Background: an optimization exercise with open tools, aiming at small area. Do not read the settings as production practice.
Function was checked by simulation only, so behaviour that the tests miss may differ from the original.
The flow treats the clock pin as an ideal source. Dropping or thinning the clock tree relies on that and would not hold on a real chip.
No activity file was given, so power comes from the tool's default toggle rates.

Design top, start of the top module:
module top(
	input  wire       clk,
	input  wire       rst_n,
	input  wire       key1,
	input  wire       key2,
	output wire [3:0] led
);
reg  rn;
wire r = !rn;
always @(posedge clk or negedge rst_n)
	if (!rst_n) rn <= 1'b0;
	else        rn <= rst_n;
localparam [17:0] KPOL  = 18'h2AAAA;
localparam [17:0] KHIGH = 18'h2AAAA;
localparam [17:0] KS1   = 18'h2AAAB;
localparam [17:0] KTHR  = 18'h15E74;
localparam [17:0] KMSK  = 18'h3F7FF;
reg  [17:0] q1, q2;           
wire [17:0] l1 = q1 ^ KPOL;
wire [17:0] l2 = q2 ^ KPOL;
wire        m1 = ((l1 ^ KTHR) & KMSK) == 18'd0;
wire        m2 = ((l2 ^ KTHR) & KMSK) == 18'd0;
wire        k1 = m1 & !r;     
wire        k2 = m2 & !r;
always @(posedge clk) begin
	q1 <= (key1 ? KHIGH : r ? KS1 : m1 ? 18'd0 : {l1[16:0], l1[17] ^ l1[6]}) ^ KPOL;
	q2 <= (key2 ? KHIGH : r ? KS1 : m2 ? 18'd0 : {l2[16:0], l2[17] ^ l2[6]}) ^ KPOL;
end
reg  [2:0] c;                 
wire vend_s = (c[1] & c[0] & k2) | (c[2] & k1);
wire vend_d = c[2] & k2 & !k1;
reg [2:0] cn;
always @* begin
	if (r)       cn = 3'd0;
	else if (k1) cn = {c[1] & c[0], c[1] ^ c[0], !c[0] & !c[2]};    
	else if (k2) cn = {c[1] & !c[0], !c[1] & !c[2], c[0] & !c[1]};  
	else         cn = c;
end
always @(posedge clk) c <= cn;
reg        rs, rd;            
reg  [6:0] tq;                
reg  [6:0] nc;                
reg  [2:0] j;                 
wire [6:0] tm     = tq ^ 7'h2A;
wire idle   = !rs & !rd;
wire tick_s = rs & (tm[5:0] == 6'h00);                  
wire tick_d = rd & ({tm[6], tm[5:2], tm[0]} == 6'h00);  
wire tick   = tick_s | tick_d;
wire end_s  = tick_s & ({nc[4:2], nc[0]} == 4'b1100);     
wire end_d  = tick_d & ({nc[6], nc[4:2]} == 4'b0110);     
always @(posedge clk) begin
	if (idle)      tq <= 7'h01 ^ 7'h2A;
	else if (tick) tq <= 7'h07 ^ 7'h2A;
	else           tq <= {tm[5:0], tm[6] ^ tm[0]} ^ 7'h2A;
	nc <= {nc[5:0], ~idle & ~(nc[6] ^ nc[2])};
end
always @(posedge clk or negedge rst_n) begin
	if (!rst_n) begin
		rs <= 1'b0;
		rd <= 1'b0;
		j  <= 3'b000;
	end else begin
		rs <= (rs & !end_s) | vend_s;
		rd <= (rd & !end_d) | vend_d;
		if (tick_s)     
			j <= {(j[1] | j[2]) & !(j[0] & j[2]), j[0] ^ j[2], !(j[2] & (j[0] | !j[1]))};
		else if (tick_d)
			j <= {j[1:0], !j[2]};
	end
end
  ...
For scale: about 0.0018 mm^2 of cells after synthesis.
==> module top, before the edit <==
module top(
	input  wire       clk,
	input  wire       rst_n,
	input  wire       key1,
	input  wire       key2,
	output wire [3:0] led
);
reg  rn;
wire r = !rn;
always @(posedge clk or negedge rst_n)
	if (!rst_n) rn <= 1'b0;
	else        rn <= rst_n;
localparam [17:0] KPOL  = 18'h2AAAA;
localparam [17:0] KHIGH = 18'h2AAAA;
localparam [17:0] KS1   = 18'h2AAAB;
localparam [17:0] KTHR  = 18'h15E74;
localparam [17:0] KMSK  = 18'h3F7FF;
reg  [17:0] q1, q2;           
wire [17:0] l1 = q1 ^ KPOL;
wire [17:0] l2 = q2 ^ KPOL;
wire        m1 = ((l1 ^ KTHR) & KMSK) == 18'd0;
wire        m2 = ((l2 ^ KTHR) & KMSK) == 18'd0;
wire        k1 = m1 & !r;     
wire        k2 = m2 & !r;
always @(posedge clk) begin
	q1 <= (key1 ? KHIGH : r ? KS1 : m1 ? 18'd0 : {l1[16:0], l1[17] ^ l1[6]}) ^ KPOL;
	q2 <= (key2 ? KHIGH : r ? KS1 : m2 ? 18'd0 : {l2[16:0], l2[17] ^ l2[6]}) ^ KPOL;
end
reg  [2:0] c;                 
wire vend_s = (c[1] & c[0] & k2) | (c[2] & k1);
wire vend_d = c[2] & k2 & !k1;
reg [2:0] cn;
always @* begin
	if (r)       cn = 3'd0;
	else if (k1) cn = {c[1] & c[0], c[1] ^ c[0], !c[0] & !c[2]};    
	else if (k2) cn = {c[1] & !c[0], !c[1] & !c[2], c[0] & !c[1]};  
	else         cn = c;
end
always @(posedge clk) c <= cn;
reg        rs, rd;            
reg  [6:0] tq;                
reg  [6:0] nc;                
reg  [2:0] j;                 
wire [6:0] tm     = tq ^ 7'h2A;
wire idle   = !rs & !rd;
wire tick_s = rs & (tm[5:0] == 6'h00);                  
wire tick_d = rd & ({tm[6], tm[5:2], tm[0]} == 6'h00);  
wire tick   = tick_s | tick_d;
wire end_s  = tick_s & ({nc[4:2], nc[0]} == 4'b1100);     
wire end_d  = tick_d & ({nc[6], nc[4:2]} == 4'b0110);     
always @(posedge clk) begin
	if (idle)      tq <= 7'h01 ^ 7'h2A;
	else if (tick) tq <= 7'h07 ^ 7'h2A;
	else           tq <= {tm[5:0], tm[6] ^ tm[0]} ^ 7'h2A;
	nc <= {nc[5:0], ~idle & ~(nc[6] ^ nc[2])};
end
always @(posedge clk or negedge rst_n) begin
	if (!rst_n) begin
		rs <= 1'b0;
		rd <= 1'b0;
		j  <= 3'b000;
	end else begin
		rs <= (rs & !end_s) | vend_s;
		rd <= (rd & !end_d) | vend_d;
		if (tick_s)     
			j <= {(j[1] | j[2]) & !(j[0] & j[2]), j[0] ^ j[2], !(j[2] & (j[0] | !j[1]))};
		else if (tick_d)
			j <= {j[1:0], !j[2]};
	end
end
assign led = {j[2] & j[0], j[1] & !(j[2] & j[0]), !j[1] & (j[0] | j[2]), !j[2] & !j[0]};
endmodule
export LEC_CHECK = 0
export CAP_MARGIN = 0
export CORE_AREA = 2 2 57.63 57.63
export DIE_AREA = 0 0 59.63 59.63
export GPL_TIMING_DRIVEN = 0
export SLEW_MARGIN = 0
create_clock -name core_clock -period 10.0 [get_ports {clk}]
standard.sh (not shown) runs the stock make flow with config.mk's settings and CLKGATE_MAP_FILE= SYNTH_SCRIPT=/design/flow/synth_recipe.tcl, a recipe that flattens the netlist after the stock synthesis.
==> flow/flow/run.sh <==
#!/bin/bash
# Own layout flow: the standard flow, except that
#  - ports get the smallest buffer (buf_1) instead of clkdlybuf4s50_1, and
set -euo pipefail
here=$(pwd)
res=$here/orfs/results/$FLOW_PLATFORM/top/base
lib=$FLOW_HOME/platforms/$FLOW_PLATFORM/lib/sky130_fd_sc_hd__tt_025C_1v80.lib
yosys=$(command -v yosys || echo $FLOW_HOME/../tools/install/yosys/bin/yosys)
ports="BUFFER_PORTS_ARGS=-buffer_cell sky130_fd_sc_hd__buf_1"

bash standard.sh "$ports" synth > $here/flow_synth.log 2>&1

# ---- re-map the combinational logic
cp $res/1_2_yosys.v $here/synth_standard.v
dontuse=$(sed -n '/DONT_USE_CELLS/,/^$/p' $FLOW_HOME/platforms/$FLOW_PLATFORM/config.mk | grep -o 'sky130_fd_sc_hd__[A-Za-z0-9_]*' | sed 's/^/-dont_use /' | tr '\n' ' ')
mkdir -p $here/reopt
# reopt PASS IN RUNS: ABC runs named by RUNS (a<seed>: deepsyn then amap,
# n<seed>: deepsyn then &nf) on netlist IN; sets best/bestarea over all runs
best=$here/synth_standard.v; bestarea=1e30
reopt() {
  local pass=$1 in=$2 runs=$3 v s
  for v in $runs; do
    s=${v:1}
    if [[ ${v:0:1} == a ]]; then
      printf 'strash\n&get -n\n&st\n&deepsyn -T 30 -S %s\n&put\ndch -f\namap\n' $s > $here/reopt/p$pass$v.abc
    else
      printf 'strash\n&get -n\n&st\n&deepsyn -T 30 -S %s\n&dch -f\n&nf -R 1000\n&put\n' $s > $here/reopt/p$pass$v.abc
    fi
    sed -e "s#@LIB@#$lib#g" -e "s#@IN@#$in#" -e "s#@OUT@#$here/reopt/p$pass$v.v#g" \
        -e "s#@SCRIPT@#$here/reopt/p$pass$v.abc#" -e "s#@DONTUSE@#$dontuse#" $here/flow/reopt.ys > $here/reopt/p$pass$v.ys
  done
  for v in $runs; do echo p$pass$v; done | xargs -P 4 -I{} sh -c "$yosys -s $here/reopt/{}.ys > $here/flow_reopt_{}.log 2>&1"
  for v in $runs; do
    a=$(awk '/Chip area for module/ {print $NF}' $here/reopt/p$pass$v.v.stat 2>/dev/null | tail -1)
    echo "pass $pass run $v: area $a" >> $here/flow_reopt_pick.log
    if [[ -n "$a" ]] && awk -v a=$a -v b=$bestarea 'BEGIN{exit !(a<b)}'; then best=$here/reopt/p$pass$v.v; bestarea=$a; fi
  done
}
reopt 1 $here/synth_standard.v "a1 n1 a2 n2 a3 n3 a4 n4 a5 n5 a6 n6 a7 n7 a8 n8"
reopt 2 $best "a11 n11 a12 n12 a13 n13 a14 n14"
echo "picked $best: area $bestarea" >> $here/flow_reopt_pick.log
cp $best $res/1_2_yosys.v

# ---- floorplan and placement
bash standard.sh "$ports" floorplan place > $here/flow_place.log 2>&1

# ---- clock buffers
pick=""
for cfg in "buf_12 2 x" "buf_12 2 y" "clkbuf_8 3 x" "buf_8 3 x" "clkbuf_16 2 x" "clkbuf_16 2 y" "clkbuf_16 3 x" "clkbuf_16 4 x"; do
  set -- $cfg
  s=$(RES=$res CLKBUF=sky130_fd_sc_hd__$1 NBUF=$2 SPLIT=$3 openroad -no_init -exit $here/flow/clock.tcl 2>&1 \
      | tee -a $here/flow_clock_try.log | awk '/max clk pin slew:/ {print $NF}')
  echo "$cfg: $s" >> $here/flow_clock_pick.log
  if [[ -n "$s" ]] && awk -v s=$s 'BEGIN{exit !(s < 112)}'; then pick=$cfg; break; fi
done
[[ -n "$pick" ]] || pick="clkbuf_16 4 x"
set -- $pick
echo "picked $pick" >> $here/flow_clock_pick.log
RES=$res CLKBUF=sky130_fd_sc_hd__$1 NBUF=$2 SPLIT=$3 OUTDIR=$res \
  openroad -no_init -exit $here/flow/clock.tcl > $here/flow_clock.log 2>&1
cp $res/4_1_cts.odb $res/4_cts.odb

# ---- routing and final layout
bash standard.sh "$ports" finish > $here/flow_finish.log 2>&1
Other scripts of this flow, unchanged in this note and not shown: flow/flow/clock.tcl, flow/flow/reopt.ys
The baseline produced a clean layout.
Change:
==> flow/design.v (replaced) <==
module top(
	input  wire       clk,
	input  wire       rst_n,
	input  wire       key1,
	input  wire       key2,
	output wire [3:0] led
);
reg  rn;
wire r = !rn;
always @(posedge clk or negedge rst_n)
	if (!rst_n) rn <= 1'b0;
	else        rn <= rst_n;
localparam [17:0] KPOL  = 18'h2AAAA;
localparam [17:0] KHIGH = 18'h2AAAA;
localparam [17:0] KS1   = 18'h2AAAB;
localparam [17:0] KTHR  = 18'h15E74;
localparam [17:0] KMSK  = 18'h3F7FF;
reg  [17:0] q1, q2;           
wire [17:0] l1 = q1 ^ KPOL;
wire [17:0] l2 = q2 ^ KPOL;
wire        m1 = ((l1 ^ KTHR) & KMSK) == 18'd0;
wire        m2 = ((l2 ^ KTHR) & KMSK) == 18'd0;
wire        k1 = m1 & !r;     
wire        k2 = m2 & !r;
always @(posedge clk) begin
	q1 <= (key1 ? KHIGH : r ? KS1 : m1 ? 18'd0 : {l1[16:0], l1[17] ^ l1[6]}) ^ KPOL;
	q2 <= (key2 ? KHIGH : r ? KS1 : m2 ? 18'd0 : {l2[16:0], l2[17] ^ l2[6]}) ^ KPOL;
end
reg  [2:0] c;                 
wire vend_s = ((c == 3'd3) & k2) | ((c == 3'd4) & k1);
wire vend_d = (c == 3'd4) & k2 & !k1;
reg [2:0] cn;
always @* begin
	case (c)
		3'd0:    cn = k1 ? 3'd1 : k2 ? 3'd2 : 3'd0;
		3'd1:    cn = k1 ? 3'd2 : k2 ? 3'd3 : 3'd1;
		3'd2:    cn = k1 ? 3'd3 : k2 ? 3'd4 : 3'd2;
		3'd3:    cn = k1 ? 3'd4 : k2 ? 3'd0 : 3'd3;
		default: cn = (k1 | k2) ? 3'd0 : 3'd4;
	endcase
	if (r) cn = 3'd0;
end
always @(posedge clk) c <= cn;
reg        rs, rd;            
reg  [6:0] tm;                
reg  [6:0] nc;                
reg  [2:0] j;                 
wire idle   = !rs & !rd;
wire tick_s = rs & (tm == 7'h50);        
wire tick_d = rd & (tm[5:0] == 6'h2a);   
wire tick   = tick_s | tick_d;
wire end_s  = tick_s & ({nc[5:3], nc[0]} == 4'b1000);     
wire end_d  = tick_d & ({nc[6], nc[4], nc[1:0]} == 4'b1011);  
always @(posedge clk) begin
	if (idle)      tm <= 7'h20;
	else if (tick) tm <= 7'h00;
	else           tm <= {tm[5:0], ~(tm[6] ^ tm[5])};
	nc <= {nc[5:0], ~idle & ~(nc[6] ^ nc[0])};
end
always @(posedge clk or negedge rst_n) begin
	if (!rst_n) begin
		rs <= 1'b0;
		rd <= 1'b0;
		j  <= 3'b000;
	end else begin
		rs <= (rs & !end_s) | vend_s;
		rd <= (rd & !end_d) | vend_d;
		if (tick_s)
			case (j)
				3'b000: j <= 3'b001;
				3'b001: j <= 3'b011;
				3'b011: j <= 3'b111;
				3'b111: j <= 3'b000;
				3'b100: j <= 3'b110;
				default: j <= 3'b111;
			endcase
		else if (tick_d)
			j <= {j[1:0], !j[2]};
	end
end
assign led = {j[2] & j[0], j[1] & !(j[2] & j[0]), !j[1] & (j[0] | j[2]), !j[2] & !j[0]};
endmodule
=> Synthesized area climbs slightly. Setup slack gains 0.0087 ns. Total power climbs slightly. Die area stays the same. Sequential share of layout area drops by 1.1 points. Design area climbs slightly. Wire length drops slightly. Critical path depth does not change. Flip-flop and latch count is unchanged. Via count climbs slightly. First-iteration DRC count drops by well over a third. Synthesized cell count climbs by a few percent.
No run of this note takes its clock network from TritonCTS; it comes from the design's own scripts or RTL.

## static timing again, ports no longer ideal
No port has a modelled driver above. Below, the same layouts with a new extraction and two added sets of constraints.
Step 1 (the two cells are an assumption about what drives the block):
set clk [get_ports {clk}]
set_driving_cell -lib_cell sky130_fd_sc_hd__clkbuf_16 $clk
set_driving_cell -lib_cell sky130_fd_sc_hd__buf_2 [delete_from_list [all_inputs] $clk]
Step 2 times the ports against the registers' clock, not the clock port: input delays grow and output delays shrink by t, the midpoint of the rising clock arrivals with the driver on.
Three values: ideal ports, drivers, drivers and shift; two values: the first two.
run | shift t [ns] | slack for setup (ns) | clock arrival spread, ns | worst register clock-pin slew, ns | cell pins on the clock port's net
the first run | 0.181 | 6.987 / 6.939 / 7.060 | 0.005 / 0.005 | 0.10 / 0.10 | 2
the second run | 0.182 | 6.996 / 6.948 / 7.092 | 0.006 / 0.005 | 0.10 / 0.10 | 2
After both steps setup and hold are still met in every run listed.
